Source: an optimization exercise on an open RTL-to-GDS flow (aim: small area and a short achievable clock period). Production flows keep margins and buffers that such runs may drop.
Power figures rest on the tool's default switching activity, not on a simulated workload.

==> flow/design.v <==
module master_apb (
input PCLK,
input PRESETn,
input transfer,
output reg PENABLE
);
reg setup_q;
always @(posedge PCLK or negedge PRESETn)
begin
if(!PRESETn)
begin
setup_q<=1'b0;
PENABLE<=1'b0;
end
else
begin
setup_q<=transfer&~setup_q;
PENABLE<=setup_q;
end
end
endmodule
module RAM_slave #(parameter ADDRESS=8, parameter DATA=8, parameter LOCATION=64)(
input PCLK,PRESETn,
input PENABLE,
input PWRITE,
input [ADDRESS-1:0] waddr,
input [ADDRESS-1:0] raddr,
input [DATA-1:0] pwdata,
output reg [DATA-1:0] rdata
);
reg [DATA-1:0] memory [0:63];
reg wr_pend;
reg [5:0] wr_addr;
reg [DATA-1:0] wr_data_n;   
always @(posedge PCLK or negedge PRESETn)
begin
if(!PRESETn)
wr_pend<=1'b0;
else
wr_pend<=PENABLE & PWRITE & (waddr < LOCATION);
end
always @(posedge PCLK)
begin
wr_addr<=waddr[5:0];
wr_data_n<=~pwdata;
end
wire [7:0] w_row, w_bank;
onehot8 w_row_dec (.en(wr_pend), .a(wr_addr[2:0]), .y(w_row));
dec8 w_bank_dec (.a(wr_addr[5:3]), .y(w_bank));
wire rd = PENABLE & ~PWRITE;
wire [7:0] r_row [0:DATA/2-1];
wire [7:0] r_bank;
onehot8 r_bank_dec (.en(rd & (raddr < LOCATION)), .a(raddr[5:3]), .y(r_bank));
genvar g, b;
generate
for (b=0; b<DATA/2; b=b+1) begin : rdec
dec8 r_row_dec (.a(raddr[2:0]), .y(r_row[b]));
end
for (g=0; g<64; g=g+1) begin : loc
wire [DATA-1:0] d;
ram_row_next #(.DATA(DATA)) nxt (.bank(w_bank[g/8]), .row(w_row[g%8]), .wd_n(wr_data_n), .q(memory[g]), .d(d));
always @(posedge PCLK or negedge PRESETn)
begin
if(!PRESETn)
memory[g]<='b0;
else
memory[g]<=d;
end
end
for (b=0; b<DATA; b=b+1) begin : rbit
wire [7:0] bank_data;
wire rnext;
for (g=0; g<8; g=g+1) begin : bank
sel8 s (.sel(r_row[b/2]), .d({memory[8*g+7][b], memory[8*g+6][b], memory[8*g+5][b], memory[8*g+4][b],
                         memory[8*g+3][b], memory[8*g+2][b], memory[8*g+1][b], memory[8*g][b]}),
        .y(bank_data[g]));
end
sel8_hold s (.sel(r_bank), .d(bank_data), .hold(~rd), .q(rdata[b]), .y(rnext));
always @(posedge PCLK or negedge PRESETn)
begin
if(!PRESETn)
rdata[b]<=1'b0;
else
rdata[b]<=rnext;
end
end
endgenerate
endmodule
module ram_row_next #(parameter DATA=8)(
input bank, row,
input [DATA-1:0] wd_n,
input [DATA-1:0] q,
output [DATA-1:0] d
);
wire nwe = ~(bank & row);
genvar b;
generate
for (b=0; b<DATA; b=b+1) begin : bc
ram_bit_next nxt (.nwe(nwe), .wd_n(wd_n[b]), .q(q[b]), .d(d[b]));
end
endgenerate
endmodule
module ram_bit_next (
input nwe,
input wd_n,
input q,
output d
);
assign d = ~((wd_n | nwe) & ~(q & nwe));
endmodule
module onehot8 (
input en,
input [2:0] a,
output [7:0] y
);
assign y = en ? (8'b1 << a) : 8'b0;
endmodule
module dec8 (
input [2:0] a,
output [7:0] y
);
assign y = 8'b1 << a;
endmodule
module sel8 (
input [7:0] sel,
input [7:0] d,
output y
);
assign y = |(sel & d);
endmodule
module sel8_hold (
input [7:0] sel,
input [7:0] d,
input hold,
input q,
output y
);
assign y = |(sel & d) | (hold & q);
endmodule
module apb_top #(parameter ADDRESS=8, parameter DATA =8, parameter LOCATION=64)(
input PCLK,PRESETn,transfer,READ_WRITE,
input [ADDRESS-1:0] apb_write_paddr,apb_read_paddr,
input [DATA-1:0] apb_write_data,
output [DATA-1:0] apb_read_data_out);
wire PENABLE;
master_apb master(
.PCLK(PCLK),
.PRESETn(PRESETn),
.transfer(transfer),
.PENABLE(PENABLE));
RAM_slave #(.ADDRESS(ADDRESS),.DATA(DATA), .LOCATION(LOCATION)) slave_dut (
.PCLK(PCLK),
.PRESETn(PRESETn),
.PENABLE(PENABLE),
.PWRITE(READ_WRITE),
.waddr(apb_write_paddr),
.raddr(apb_read_paddr),
.pwdata(apb_write_data),
.rdata(apb_read_data_out)
);
endmodule
export LEC_CHECK = 0
export CAP_MARGIN = 20
export CORE_MARGIN = 2
export CORE_UTILIZATION = 40
export PLACE_DENSITY = 0.6
export SETUP_SLACK_MARGIN = 2.8
export SLEW_MARGIN = 20
export SYNTH_HIERARCHICAL = 1
create_clock -name core_clock -period 5.0 [get_ports {PCLK}]
standard.sh (not shown) runs the stock make flow with config.mk's settings and CLKGATE_MAP_FILE= SYNTH_SCRIPT=/design/flow/synth_recipe.tcl, a recipe that flattens the netlist after the stock synthesis.
==> flow/flow/run.sh <==
#!/bin/bash
# The standard layout (standard.sh, synthesis unchanged) with three changes
# to how the layout is made:
#  - the resizer may pick any size of a cell, not only cells of the same footprint
#  - ports are buffered with buf_2 instead of the delay buffer buffer_ports picks
#  - larger clock-sink clusters and no CTS dummy loads
# Each tool's output stays in orfs/logs/; make's output goes to standard.log.
set -e
bash standard.sh \
  MATCH_CELL_FOOTPRINT=0 \
  "BUFFER_PORTS_ARGS=-buffer_cell sky130_fd_sc_hd__buf_2" \
  "CTS_ARGS=-sink_clustering_enable -repair_clock_nets -sink_clustering_size 25 -sink_clustering_max_diameter 100 -dont_use_dummy_load" \
  finish > standard.log 2>&1
Rerun with:
--- a/flow/design.v
+++ b/flow/design.v
@@ -56,10 +56,13 @@
 for (b=0; b<DATA/2; b=b+1) begin : rdec
 dec8 r_row_dec (.a(raddr[2:0]), .y(r_row[b]));
 end
 for (g=0; g<64; g=g+1) begin : loc
+wire nwe = ~(w_bank[g/8] & w_row[g%8]);
 wire [DATA-1:0] d;
-ram_row_next #(.DATA(DATA)) nxt (.bank(w_bank[g/8]), .row(w_row[g%8]), .wd_n(wr_data_n), .q(memory[g]), .d(d));
+for (b=0; b<DATA; b=b+1) begin : bc
+ram_bit_next nxt (.nwe(nwe), .wd_n(wr_data_n[b]), .q(memory[g][b]), .d(d[b]));
+end
 always @(posedge PCLK or negedge PRESETn)
 begin
 if(!PRESETn)
 memory[g]<='b0;
@@ -82,22 +85,8 @@
 rdata[b]<=1'b0;
 else
 rdata[b]<=rnext;
 end
-end
-endgenerate
-endmodule
-module ram_row_next #(parameter DATA=8)(
-input bank, row,
-input [DATA-1:0] wd_n,
-input [DATA-1:0] q,
-output [DATA-1:0] d
-);
-wire nwe = ~(bank & row);
-genvar b;
-generate
-for (b=0; b<DATA; b=b+1) begin : bc
-ram_bit_next nxt (.nwe(nwe), .wd_n(wd_n[b]), .q(q[b]), .d(d[b]));
 end
 endgenerate
 endmodule
 module ram_bit_next (
Routed wire length climbs by a little under a tenth.
Utilization drops by 0.21 points.
Register-to-register slack got worse by 0.20 ns.
Via count climbs by a few percent.
Final cell count climbs slightly.
Sequential power hardly moves.
Power climbs slightly.
Design area is about the same.
Clock power barely changes.
Global-route usage climbs by 1.5 points.
Hold slack improved by 0.014 ns.
Worst setup slack got worse by 0.20 ns.
First-iteration DRC count climbs by about a fifth.
No functional check of the RTL was part of any run of this note.

[re-timing with driven ports]
The results above use ideal ports. As a check the final layouts listed here were re-extracted and re-timed, cells and wires unchanged. Step 1 sets driving cells, clkbuf_16 on the clock port and buf_2 on the other inputs (assumed; they add their load-dependent delay and slew). Step 2 times the ports against the registers' clock, not the clock port: input delays grow and output delays shrink by t, the midpoint of the rising clock arrivals with the driver on. Slacks: ideal / step 1 / step 2; pairs: ideal / step 1.
run | shift t [ns] | setup slack, ns | latest minus earliest clock arrival (ns) | slew at the worst register clock pin (ns) | worst data-port slew with drivers (ns)
the first run | 0.636 | 2.699 / 2.691 / 2.055 | 0.031 / 0.032 | 0.10 / 0.10 | 0.22
the second run | 0.633 | 2.501 / 2.501 / 1.925 | 0.050 / 0.050 | 0.11 / 0.11 | 0.20
After both steps every run listed still meets setup and hold. For the first run, which loses most, drivers alone change the setup slack by -0.008 ns; drivers and shift together by -0.644 ns.
